This is an optimization exercise on Yosys and OpenROAD, whose aim is small area, not a production implementation. Only simulation tests tie the RTL to the original design; equivalence was not proved.

// sphincs_randomizer_R
module sphincs_randomizer_R (
  input  wire         CLK,
  input  wire         RST,
  input  wire         start,
  input  wire [127:0] sk_prf,
  input  wire [127:0] optrand,
  input  wire [263:0] msg,
  output wire [127:0] R,
  output reg          valid
);
Size in the first run: roughly 3000 cells after synthesis, about 1000 flip-flops, about 36000 um^2 of cells after synthesis.
Settings: LEC_CHECK=0, CAP_MARGIN=20, CORE_MARGIN=2, CORE_UTILIZATION=45, SETUP_SLACK_MARGIN=0.2, SLEW_MARGIN=20, SYNTH_HIERARCHICAL=1; clock period 10.0 ns.
standard.sh (not shown) runs the stock make flow with config.mk's settings and CLKGATE_MAP_FILE= SYNTH_SCRIPT=/design/flow/synth_recipe.tcl, a recipe that flattens the netlist after the stock synthesis.
==> flow/flow/run.sh <==
#!/bin/bash
# Own layout flow: the standard ORFS flow (standard.sh) with two changes
# that only affect how the layout is built:
#  - the port buffers that buffer_ports inserts on every input and output are
#    the smallest buffer cell (sky130_fd_sc_hd__buf_1) instead of the default
#    clkdlybuf4s50_1;
#  - clock tree synthesis uses clkbuf_4 with small sink clusters and
#    no dummy loads.
# Each tool's full output lands in the ORFS log folder; the make output is
# kept in standard.log.
export BUFFER_PORTS_ARGS="-buffer_cell sky130_fd_sc_hd__buf_1"
export CTS_ARGS="-sink_clustering_enable -repair_clock_nets -dont_use_dummy_load -sink_clustering_size 10 -sink_clustering_max_diameter 40 -buf_list {sky130_fd_sc_hd__clkbuf_4}"
bash standard.sh > standard.log 2>&1
The starting point ran to the end with no violations.
==> next run, changes <==
--- a/flow/design.v
+++ b/flow/design.v
@@ -191,38 +191,36 @@
   always @* begin
     for (k = 0; k < 8; k = k + 1)  msel[k]     = dj[k+24] & kb;
     for (k = 0; k < 25; k = k + 1) msel[k+8]   = dj[k+7] & b1;
     for (k = 0; k < 4; k = k + 1)  msel[k+33]  = msgph & b3 & ~t2[3] & (t2[1:0] == k);
     msel[37] = busy2 & fc2;
     msel[38] = busy2 & round2 & (t2[5:4] != 2'd0);
   end
   wire [15:0] acc;
   sel_andor #(.N(NSRC)) u_msg (.sel(msel), .dat(mdat), .y(acc));
-  wire        xf_now = ~is_round & ~is_ff;
-  wire [15:0] ivd    = ivdig(xf_now ? cnt[3:0] : cnt2[3:0] + 4'd8);
   reg [15:0] cst;
   always @* begin
     cst = 16'd0;
     if (msgph & kb)
       cst = step2[3] ? 16'h5c5c : 16'h3636;
     else if (msgph & b1 & (j2 == 5'd7))
       cst = 16'h0080;
     else if (msgph & b1 & (j2 == 5'd0))
       cst = 16'h0388;
     else if (msgph & b3 & (t2[3:0] == 4'd8) & p2)
       cst = 16'h8000;
     else if (msgph & b3 & (t2[3:0] == 4'd15) & ~p2)
       cst = 16'h0300;
     else if (busy2 & fi2)
-      cst = ivd;
+      cst = ivdig(cnt2[3:0] + 4'd8);
   end
   wire [15:0] w_in = acc ^ cst;
-  wire [15:0] a_in = is_round ? a_new : (is_ff ? hd : ivd);
+  wire [15:0] a_in = is_round ? a_new : (is_ff ? hd : ivdig(cnt[3:0]));
   wire [15:0] e_in = e_new;
   wire [15:0] c_in = (!is_round && !is_ff) ? hd : rc[15:0];
   always @(posedge CLK) begin
     ra <= {a_in, ra[127:16]};
     re <= {e_in, re[127:48], gk, re[31:16]};
     rw <= {w_in, rw[511:16]};
     rc <= {c_in, rc[255:16]};
     cf <= p ? 12'd0 : cout;
   end
The changed run went through all stages and came out clean; global-route usage goes up by 0.19 points; fmax drops by 0.81%; wire length went up by 1.1%; sequential share of layout area went down by 0.44 points; utilization goes up by 0.13 points; cell count goes up by 1.6%.

--- another note on this design; it stands on its own ---

Setup of alpha:
==> flow/design.v (excerpt) <==
module sphincs_randomizer_R (
  input  wire         CLK,
  input  wire         RST,
  input  wire         start,
  input  wire [127:0] sk_prf,
  input  wire [127:0] optrand,
  input  wire [263:0] msg,
  output wire [127:0] R,
  output reg          valid
);
==> flow/config.mk <==
export PLATFORM = sky130hd
export DESIGN_NAME = sphincs_randomizer_R
export DESIGN_NICKNAME = sphincs_randomizer_R
export VERILOG_FILES = /design/flow/design.v
export SDC_FILE = /design/flow/constraint.sdc
export NUM_CORES = 4
export LEC_CHECK = 0
export CAP_MARGIN = 20
export CORE_MARGIN = 2
export CORE_UTILIZATION = 45
export GPL_TIMING_DRIVEN = 0
export SETUP_SLACK_MARGIN = 0.2
export SLEW_MARGIN = 20
export SYNTH_HIERARCHICAL = 1
==> flow/constraint.sdc <==
create_clock -name core_clock -period 10.0 [get_ports {CLK}]
set_input_delay 2.0000 -clock core_clock [delete_from_list [all_inputs] [get_ports {CLK}]]
set_output_delay 2.0000 -clock core_clock [all_outputs]
set_load 0.01 [all_outputs]
standard.sh (not shown) runs the stock make flow with config.mk's settings and CLKGATE_MAP_FILE= SYNTH_SCRIPT=/design/flow/synth_recipe.tcl, a recipe that flattens the netlist after the stock synthesis.
==> flow/flow/run.sh <==
#!/bin/bash
# Own layout flow: the standard ORFS flow (standard.sh) with two changes
# that only affect how the layout is built:
#  - the port buffers that buffer_ports inserts on every input and output are
#    the smallest buffer cell (sky130_fd_sc_hd__buf_1) instead of the default
#    clkdlybuf4s50_1;
#  - clock tree synthesis uses clkbuf_4 with small sink clusters and
#    no dummy loads.
# Each tool's full output lands in the ORFS log folder; the make output is
# kept in standard.log.
export BUFFER_PORTS_ARGS="-buffer_cell sky130_fd_sc_hd__buf_1"
export CTS_ARGS="-sink_clustering_enable -repair_clock_nets -dont_use_dummy_load -sink_clustering_size 10 -sink_clustering_max_diameter 40 -buf_list {sky130_fd_sc_hd__clkbuf_4}"
bash standard.sh > standard.log 2>&1
Per the final summary, alpha finished and its layout is clean on timing, DRC and antenna.
Input-level comparison between beta and alpha:
- GPL_TIMING_DRIVEN removed (was 0)
diff --git a/flow/flow/run.sh b/flow/flow/run.sh
--- a/flow/flow/run.sh
+++ b/flow/flow/run.sh
@@ -12 +12 @@
-export CTS_ARGS="-sink_clustering_enable -repair_clock_nets -dont_use_dummy_load -sink_clustering_size 10 -sink_clustering_max_diameter 40 -buf_list {sky130_fd_sc_hd__clkbuf_4}"
+export CTS_ARGS="-sink_clustering_enable -repair_clock_nets -dont_use_dummy_load -sink_clustering_size 9 -sink_clustering_max_diameter 40 -buf_list {sky130_fd_sc_hd__clkbuf_4}"
==> notes.md <==
Total routing resource utilization after global routing, beta and alpha: higher on alpha
Diff alpha -> beta | cell area after layout | down slightly
The share of layout cells above drive strength 1 in beta sits 1.5 points above the value recorded for alpha.
Edits applied to the flow inputs when going from beta to gamma:
- a change of CORE_UTILIZATION from 45 to 50
--- outcome ---
- STATUS post-route worst hold slack: gamma wins against beta
- The fill cell total of the finished layout in gamma was lower than what beta gave.
- gamma vs. beta: share of cells above drive strength 1 closely matched the old numbers, simple-gate area share of the yosys netlist held, row count -4.9%.

-- port drivers added, routing unchanged --
No port has a modelled driver above. Below, the same layouts with a new extraction and two added sets of constraints.
Step 1 assumes that a clkbuf_16 drives the clock port and a buf_2 every other input.
Step 2 moves the port delays by t, midway between the first and last clock arrival at a register: inputs arrive t later, outputs are due t later. That takes back most of the time a late clock gives input paths.
Three values: ideal ports, drivers, drivers and shift; two values: the first two.
run | shift t [ns] | setup slack, ns | pins driven straight from the clock port
the first run of note 1 | 1.015 | 0.486 / 0.486 / 0.486 | 1
the second run of note 1 | 1.036 | 0.408 / 0.408 / 0.408 | 1
alpha | 1.036 | 0.297 / 0.297 / 0.297 | 1
beta | 1.063 | 0.488 / 0.488 / 0.488 | 1
gamma | 1.026 | 0.398 / 0.398 / 0.398 | 1
After both steps setup and hold are still met in every run listed.
